Background: an optimization exercise with open tools, aiming at a short achievable clock period and few clock cycles. Do not read the settings as production practice.
Function was checked by simulation only, so behaviour that the tests miss may differ from the original.
Power and IR drop assume default switching activity.

Setup of S:
Design CPU_top, start of the top module:
module CPU_top(
	input CLK,
	input reset,
	output [7:0] OPT_PC,        
	input [15:0] imem_rdata,    
	output [7:0] dmem_addr,     
	output [15:0] dmem_wdata,   
	output dmem_we,             
	input [15:0] dmem_rdata,    
	output halted
    );
For scale: roughly 2100 cells after synthesis, ~250 flip-flops.
clock: 8.0 ns
lec_check: 0
cap_margin: 20
core_margin: 2
core_utilization: 40
setup_slack_margin: 5.0
slew_margin: 20
run.sh (not shown) runs the stock make flow with config.mk's settings and CLKGATE_MAP_FILE= SYNTH_SCRIPT=/design/flow/synth_recipe.tcl, a recipe that flattens the netlist after the stock synthesis.
Testbench counts of S, summed over its fixed seeds: cycles 46,486.
diff inputs: S => Q
--- a/flow/design.v
+++ b/flow/design.v
@@ -62,18 +62,21 @@
 	reg e_kz;                   
 	reg [4:0] a_lo;             
 	reg [3:0] a_hi0, a_hi1;     
 	reg [15:0] mwdata;
 	reg m_we;
 	reg w_en;
 	reg [2:0] w_rd;
 	reg [15:0] R;
 	reg halted_r;
+	reg e_jr;                   
+	reg [7:0] e_jt;             
+	reg [7:0] RA;               
 	wire [15:0] sum, dif;
 	KSAdd16 add_u(.X(A), .Y(B), .CI(1'b0), .S(sum));
 	KSAdd16 sub_u(.X(A), .Y(~B), .CI(1'b1), .S(dif));
 	wire [15:0] rest =
 		({16{e_and}}  & (A & B)) |
 		({16{e_or}}   & (A | B)) |
 		({16{e_xor}}  & (A ^ B)) |
 		({16{e_not}}  & (~A)) |
 		({16{e_sla}}  & (A << eimm4)) |
@@ -138,31 +141,25 @@
 		input sel_e;
 		input [3:0] kh, kh1, xh;
 		hpair = sel_e ? {kh1, kh} : {xh + 4'd1, xh};
 	endfunction
 	wire [15:0] hp = rsel(rs,
 		{8'b0, hpair(eoh[0], K[7:4], kh1, n0[7:4])}, {8'b0, hpair(eoh[1], K[7:4], kh1, n1[7:4])},
 		{8'b0, hpair(eoh[2], K[7:4], kh1, n2[7:4])}, {8'b0, hpair(eoh[3], K[7:4], kh1, n3[7:4])},
 		{8'b0, hpair(eoh[4], K[7:4], kh1, n4[7:4])}, {8'b0, hpair(eoh[5], K[7:4], kh1, n5[7:4])},
 		{8'b0, hpair(eoh[6], K[7:4], kh1, n6[7:4])}, {8'b0, hpair(eoh[7], K[7:4], kh1, n7[7:4])});
-	wire [15:0] base16 = rsel(rs,
-		{8'b0, eoh[0] ? K[7:0] : n0[7:0]}, {8'b0, eoh[1] ? K[7:0] : n1[7:0]},
-		{8'b0, eoh[2] ? K[7:0] : n2[7:0]}, {8'b0, eoh[3] ? K[7:0] : n3[7:0]},
-		{8'b0, eoh[4] ? K[7:0] : n4[7:0]}, {8'b0, eoh[5] ? K[7:0] : n5[7:0]},
-		{8'b0, eoh[6] ? K[7:0] : n6[7:0]}, {8'b0, eoh[7] ? K[7:0] : n7[7:0]});
-	wire [7:0] base = base16[7:0];      
-	wire [7:0] late = e_pass ? 8'd0 : eoh;
-	wire stall = (f_lw || f_sw || jr) && late[rs];
-	wire go = !stall && !hs;
+	wire sq = ev && e_jr && (A[7:0] != e_jt);
+	wire stall = (f_lw || f_sw) && eA && !e_pass;
+	wire go = !stall && !hs && !sq;
 	wire Znew = e_wz_v ? e_z : Z;
 	wire taken = (op == 4'b1110) || (op == 4'b1101) || (op == 4'b1011 && Znew) || (op == 4'b1100 && !Znew);
 	wire [7:0] PC1 = PC + 8'd1;
-	wire [7:0] npc = jr ? base : taken ? I[7:0] : PC1;
+	wire [7:0] npc = jr ? RA : taken ? I[7:0] : PC1;
 	assign OPT_PC = PC;
 	assign dmem_addr = {a_lo[4] ? a_hi1 : a_hi0, a_lo[3:0]};
 	assign dmem_wdata = mwdata;
 	assign dmem_we = m_we;
 	assign halted = halted_r;
 	always @(posedge CLK) begin
 		r0 <= n0;
 		r1 <= n1;
 		r2 <= n2;
@@ -171,30 +168,35 @@
 		r5 <= n5;
 		r6 <= n6;
 		r7 <= n7;
 		if (e_wz_v)
 			Z <= e_z;
 	end
 	always @(posedge CLK) begin
 		if (reset) begin
 			PC <= 8'd0;
+			RA <= 8'd0;
 			ev <= 1'b0;
 			hs <= 1'b0;
 			m_we <= 1'b0;
 			w_en <= 1'b0;
 			halted_r <= 1'b0;
 		end else begin
 			w_en <= e_wr_v;
-			hs <= hs || f_halt;
-			halted_r <= hs || f_halt;
+			hs <= hs || (f_halt && !sq);
+			halted_r <= hs || (f_halt && !sq);
 			ev <= go && !f_halt;
 			m_we <= go && f_sw;
-			if (!stall)
+			if (op == 4'b1101)
+				RA <= PC1;
+			if (sq)
+				PC <= A[7:0];
+			else if (!stall)
 				PC <= npc;
 		end
 	end
 	always @(posedge CLK) begin
 		R      <= e_res;
 		w_rd   <= erd;
 		a_lo   <= alo[4:0];
 		a_hi0  <= hp[3:0];
 		a_hi1  <= hp[7:4];
@@ -202,18 +204,20 @@
 		e_add  <= (op == 4'b0000);
 		e_sub  <= (op == 4'b0001);
 		e_and  <= (op == 4'b0010);
 		e_or   <= (op == 4'b0011);
 		e_xor  <= (op == 4'b0100);
 		e_not  <= (op == 4'b0101);
 		e_sla  <= (op == 4'b0110);
 		e_pass <= (op == 4'b1000) || (op == 4'b1101);
 		e_lw   <= f_lw;
+		e_jr   <= jr;
+		e_jt   <= RA;
 		e_wr   <= (op <= 4'd6) || (op == 4'b1000) || (op == 4'b1101) || f_lw;
 		e_wz   <= (op <= 4'd6) || (op == 4'b1000);
 		e_kz   <= (I[7:0] == 8'd0);
 		erd    <= rd;
 		eimm4  <= I[3:0];
 		A      <= va;
 		B      <= vb;
 		K      <= (op == 4'b1000) ? {8'b0, I[7:0]} : {8'b0, PC1};
 	end
==> comparison <==
- Footprint of the multi-input gates, S and Q: higher on S
- Power was higher in the run labelled Q.
- Looking at total core area across S and Q, the one that comes out higher is Q.
- Worst setup slack (higher): Q
- Changes observed in Q relative to S: horizontal die dimension grew by about 1.4%, synthesized area per cell grew by about 1%, area enclosed by the die boundary grew by about 2.8%.
- Q vs S, highest-delay cell along the critical path: sky130_fd_sc_hd__nor4_4 vs sky130_fd_sc_hd__a222oi_1
- Re critical path's largest stage delay: S was higher than Q.
- Per the comparison of Q with S, via count -906, layout-stage area growth over the synthesis result lost 4.4 points, total wire length shrank by 4.9 mm.
- The lower register share of the cell area of S and Q is in S.
- Taking S as the reference point, the final area of Q falls by about 0.6%.
Testbench counts of Q, summed over its fixed seeds: cycles 46,663.

==> re-timing with driven ports <==
The flow's constraints put no driver on any port. The routed layouts listed below were extracted and timed again, unchanged, in two steps.
Step 1 sets driving cells, clkbuf_16 on the clock port and buf_2 on the other inputs (assumed; they add their load-dependent delay and slew).
Step 2 moves the port delays by t, midway between the first and last clock arrival at a register: inputs arrive t later, outputs are due t later. That takes back most of the time a late clock gives input paths.
a / b / c = ideal / step 1 / step 2; a / b = the first two.
run	t (ns)	slack for setup (ns)	worst slew at a driven data input, ns	cell pins on the clock port's net
S	0.639	4.834 / 4.832 / 4.193	0.08	1
Q	0.587	4.949 / 4.943 / 4.365	0.15	1
After both steps every run listed still meets setup and hold. The setup slack of S, which loses most, moves by -0.002 ns with the drivers and by -0.641 ns with both steps.
